What follows belongs to an exercise in optimizing a design on an open flow for small area; a production flow would make more cautious choices.
Function was checked by simulation only, so behaviour that the tests miss may differ from the original.
Power is estimated from default activity; no workload was simulated.

== v52 ==
## top_fft_iter
module top_fft_iter (
	input  wire        CLK,
	input  wire        RST,
	input  wire        EN,
	input  wire [15:0] i_DATA_R,
	input  wire [15:0] i_DATA_I,
	input  wire        i_WR_DATA,
	input  wire        IN_FIFO_RST,
	output wire        FULL,
	output wire [15:0] o_DATA_R,
	output wire [15:0] o_DATA_I,
	output wire        VALID
);
Settings: LEC_CHECK=0, CAP_MARGIN=20, CORE_MARGIN=2, CORE_UTILIZATION=40, CTS_BUF_LIST=sky130_fd_sc_hd__clkbuf_4, SLEW_MARGIN=20; clock period 9.0 ns.
standard.sh (not shown) runs the stock make flow with config.mk's settings and CLKGATE_MAP_FILE= SYNTH_SCRIPT=/design/flow/synth_recipe.tcl, a recipe that flattens the netlist after the stock synthesis.
==> flow/flow/run.sh <==
#!/bin/bash
# The standard layout (standard.sh: the standard flow's synthesis, floorplan, placement,
# CTS, routing), with one change: clock tree synthesis inserts no dummy
# loads. Its arguments are otherwise ORFS's defaults for this design
# (sink clustering, clock net repair, clkbuf_4 as in config.mk).
set -euo pipefail
export CTS_ARGS="-sink_clustering_enable -repair_clock_nets -dont_use_dummy_load -buf_list sky130_fd_sc_hd__clkbuf_4"
bash standard.sh > standard.log 2>&1
v52 closes out successfully: all stages finished, all timing, DRC and antenna checks passed.
The following lists how v1 was set up differently from v52:
Settings: an added CTS_CLUSTER_SIZE of 16; a change of SLEW_MARGIN from 20 to 10; a change of CORE_UTILIZATION from 40 to 50; an added CTS_CLUSTER_DIAMETER of 60; a change of CTS_BUF_LIST from sky130_fd_sc_hd__clkbuf_4 to sky130_fd_sc_hd__clkbuf_8; a change of CAP_MARGIN from 20 to 10.
==> flow/flow/run.sh <==
#!/bin/bash
# The standard layout (standard.sh: the standard flow's synthesis, floorplan, placement,
# CTS, routing), with one change: clock tree synthesis inserts no dummy
# loads and uses the clustering given here.
set -euo pipefail
export CTS_ARGS="-sink_clustering_enable -repair_clock_nets -dont_use_dummy_load -sink_clustering_size 16 -sink_clustering_max_diameter 60 -buf_list sky130_fd_sc_hd__clkbuf_8"
bash standard.sh > standard.log 2>&1
==> comparison <==
- Both conditions hold for v52: the flow ran to the end and the final layout passed the timing, DRC and antenna checks.
- v1 ran to completion and came out clean on the timing, DRC and antenna checks.
- Delta(post-layout minimum cycle time, v1 - v52) < 0
- Summary of v1 over v52: number of buffers inserted during clock tree synthesis down 558; first-pass GRT wire length moved down; wire length shows a reduction of about 0.9%.
- Comparing v1 and v52, the lower number of H-tree levels was measured on v1.
For v45, these inputs were changed with respect to v1:
Settings: a change of CORE_UTILIZATION from 50 to 40; a change of CAP_MARGIN from 10 to 20; a change of SLEW_MARGIN from 10 to 20.
--- outcome ---
Compared with v1, v45 shows a highest fanout seen on the critical path that is 2 lower.
Area of the core (v45 / v1): 1.3
On global-route usage: between v45 and v1, it ends up higher for v1.
Going from v1 to v45, the non-filler instance count after layout was found to have gone up by 7.5%.
Comparing v45 and v1, number of core rows is higher on v45.
## Diff of input files: v56 against v45
Settings: CTS_BUF_LIST: sky130_fd_sc_hd__clkbuf_8 -> sky130_fd_sc_hd__clkbuf_4; CTS_CLUSTER_SIZE: 16 -> unset; CTS_CLUSTER_DIAMETER: 60 -> unset.
==> flow/run.sh (new file) <==
#!/bin/bash
# synth_recipe.tcl (not shown) runs the flow's synth.tcl, then flattens the netlist and writes it again
# the make line also repeats each setting of config.mk as NAME=value (left out here)
make -C /OpenROAD-flow-scripts/flow DESIGN_CONFIG=/design/flow/config.mk WORK_HOME=/design/flow/orfs CLKGATE_MAP_FILE= SYNTH_SCRIPT=/design/flow/synth_recipe.tcl finish
removed: flow/flow/run.sh
removed: flow/standard.sh
[summary]
v45 finished every stage and its layout cleared the timing, DRC and antenna checks. v56 closes out successfully: all stages finished, all timing, DRC and antenna checks passed. Between v45 and v56, the setup-violating endpoint count in the final report does not differ in any meaningful way. As of v56, total power had risen by more than 10% compared to v45. Number of global-route vias before repair for v56: 5146 up relative to v45.
What v5 does differently from v56 at the input level:
Settings: a change of CTS_BUF_LIST from sky130_fd_sc_hd__clkbuf_4 to sky130_fd_sc_hd__clkbuf_8.
--- outcome ---
- On total wire length, v56 and v5 are neck and neck.
- The total power after layout in v5 sits 0.44% below the value recorded for v56.
- Via count of the first global-routing pass, v5 vs v56: down by a few percent
- Comparing v56 and v5, the lower wire length of the first global-routing pass is on v5.
- Looking at final critical path time including I/O delays and setup, v5 sits 15 ps lower than v56 does.
- Comparing v56 and v5, reported leakage power is higher on v56.
- Count of antenna diodes in the layout on v5 is down relative to v56.

========
Another version of the RTL of top_fft_iter (not shown whole).
For scale: about 7900 cells after synthesis, ~3400 flip-flops, roughly 71 I/O pins, roughly 0.13 mm2 of cells after synthesis.
export LEC_CHECK = 0
export CAP_MARGIN = 20
export CORE_MARGIN = 2
export CORE_UTILIZATION = 40
export CTS_BUF_LIST = sky130_fd_sc_hd__clkbuf_8
export CTS_CLUSTER_DIAMETER = 60
export CTS_CLUSTER_SIZE = 16
export SLEW_MARGIN = 20
create_clock -name core_clock -period 9.0 [get_ports {CLK}]
==> flow/flow/run.sh <==
#!/bin/bash
# The standard layout (standard.sh: the standard flow's synthesis, floorplan, placement,
# CTS, routing), with one change: clock tree synthesis inserts no dummy
# loads and uses the clustering given here.
set -euo pipefail
export CTS_ARGS="-sink_clustering_enable -repair_clock_nets -dont_use_dummy_load -sink_clustering_size 16 -sink_clustering_max_diameter 60 -buf_list sky130_fd_sc_hd__clkbuf_8"
bash standard.sh > standard.log 2>&1
The starting point completed without violations.
Rerun with:
- CAP_MARGIN: 20 -> 10
- CORE_UTILIZATION: 40 -> 50
- SLEW_MARGIN: 20 -> 10
- design area went down by 1.0%
- maximum frequency hardly moves
- worst setup slack gets better by 3.9 ps
- wire length fell by 1.7%
- power falls by 1.2%
- sequential power stays flat
- area after synthesis does not change
- non-clock buffer count falls by 18

## what the ideal ports hide
How much do the figures lean on ideal ports? The routed layouts below were timed once more, with nothing changed but the port constraints.
Step 1 (the two cells are an assumption about what drives the block):
set clk [get_ports {CLK}]
set_driving_cell -lib_cell sky130_fd_sc_hd__clkbuf_16 $clk
set_driving_cell -lib_cell sky130_fd_sc_hd__buf_2 [delete_from_list [all_inputs] $clk]
Step 2 adds t to the input delays and takes it off the output delays; t is the mean of the earliest and latest rising clock arrival at the registers after step 1. Input paths then give back, and output paths get back, about the clock's delay inside the block.
Slacks: ideal ports / drivers / drivers and shift; pairs: ideal ports / drivers.
run	t (ns)	setup slack, ns	worst register clock-pin slew, ns	worst slew at a driven data input, ns	pins driven straight from the clock port
v52	1.565	0.483 / 0.483 / 0.483	0.07 / 0.07	0.15	1
v1	1.097	0.544 / 0.544 / 0.544	0.11 / 0.11	0.18	1
v45	1.110	0.494 / 0.494 / 0.494	0.11 / 0.11	0.14	1
v56	1.593	0.511 / 0.511 / 0.511	0.08 / 0.08	0.16	1
v5	1.221	0.526 / 0.526 / 0.526	0.08 / 0.08	0.14	1
the first run of note 2	1.043	0.506 / 0.506 / 0.506	0.11 / 0.11	0.04	1
the second run of note 2	1.140	0.510 / 0.510 / 0.510	0.11 / 0.11	0.10	1
After both steps setup and hold are still met in every run listed.
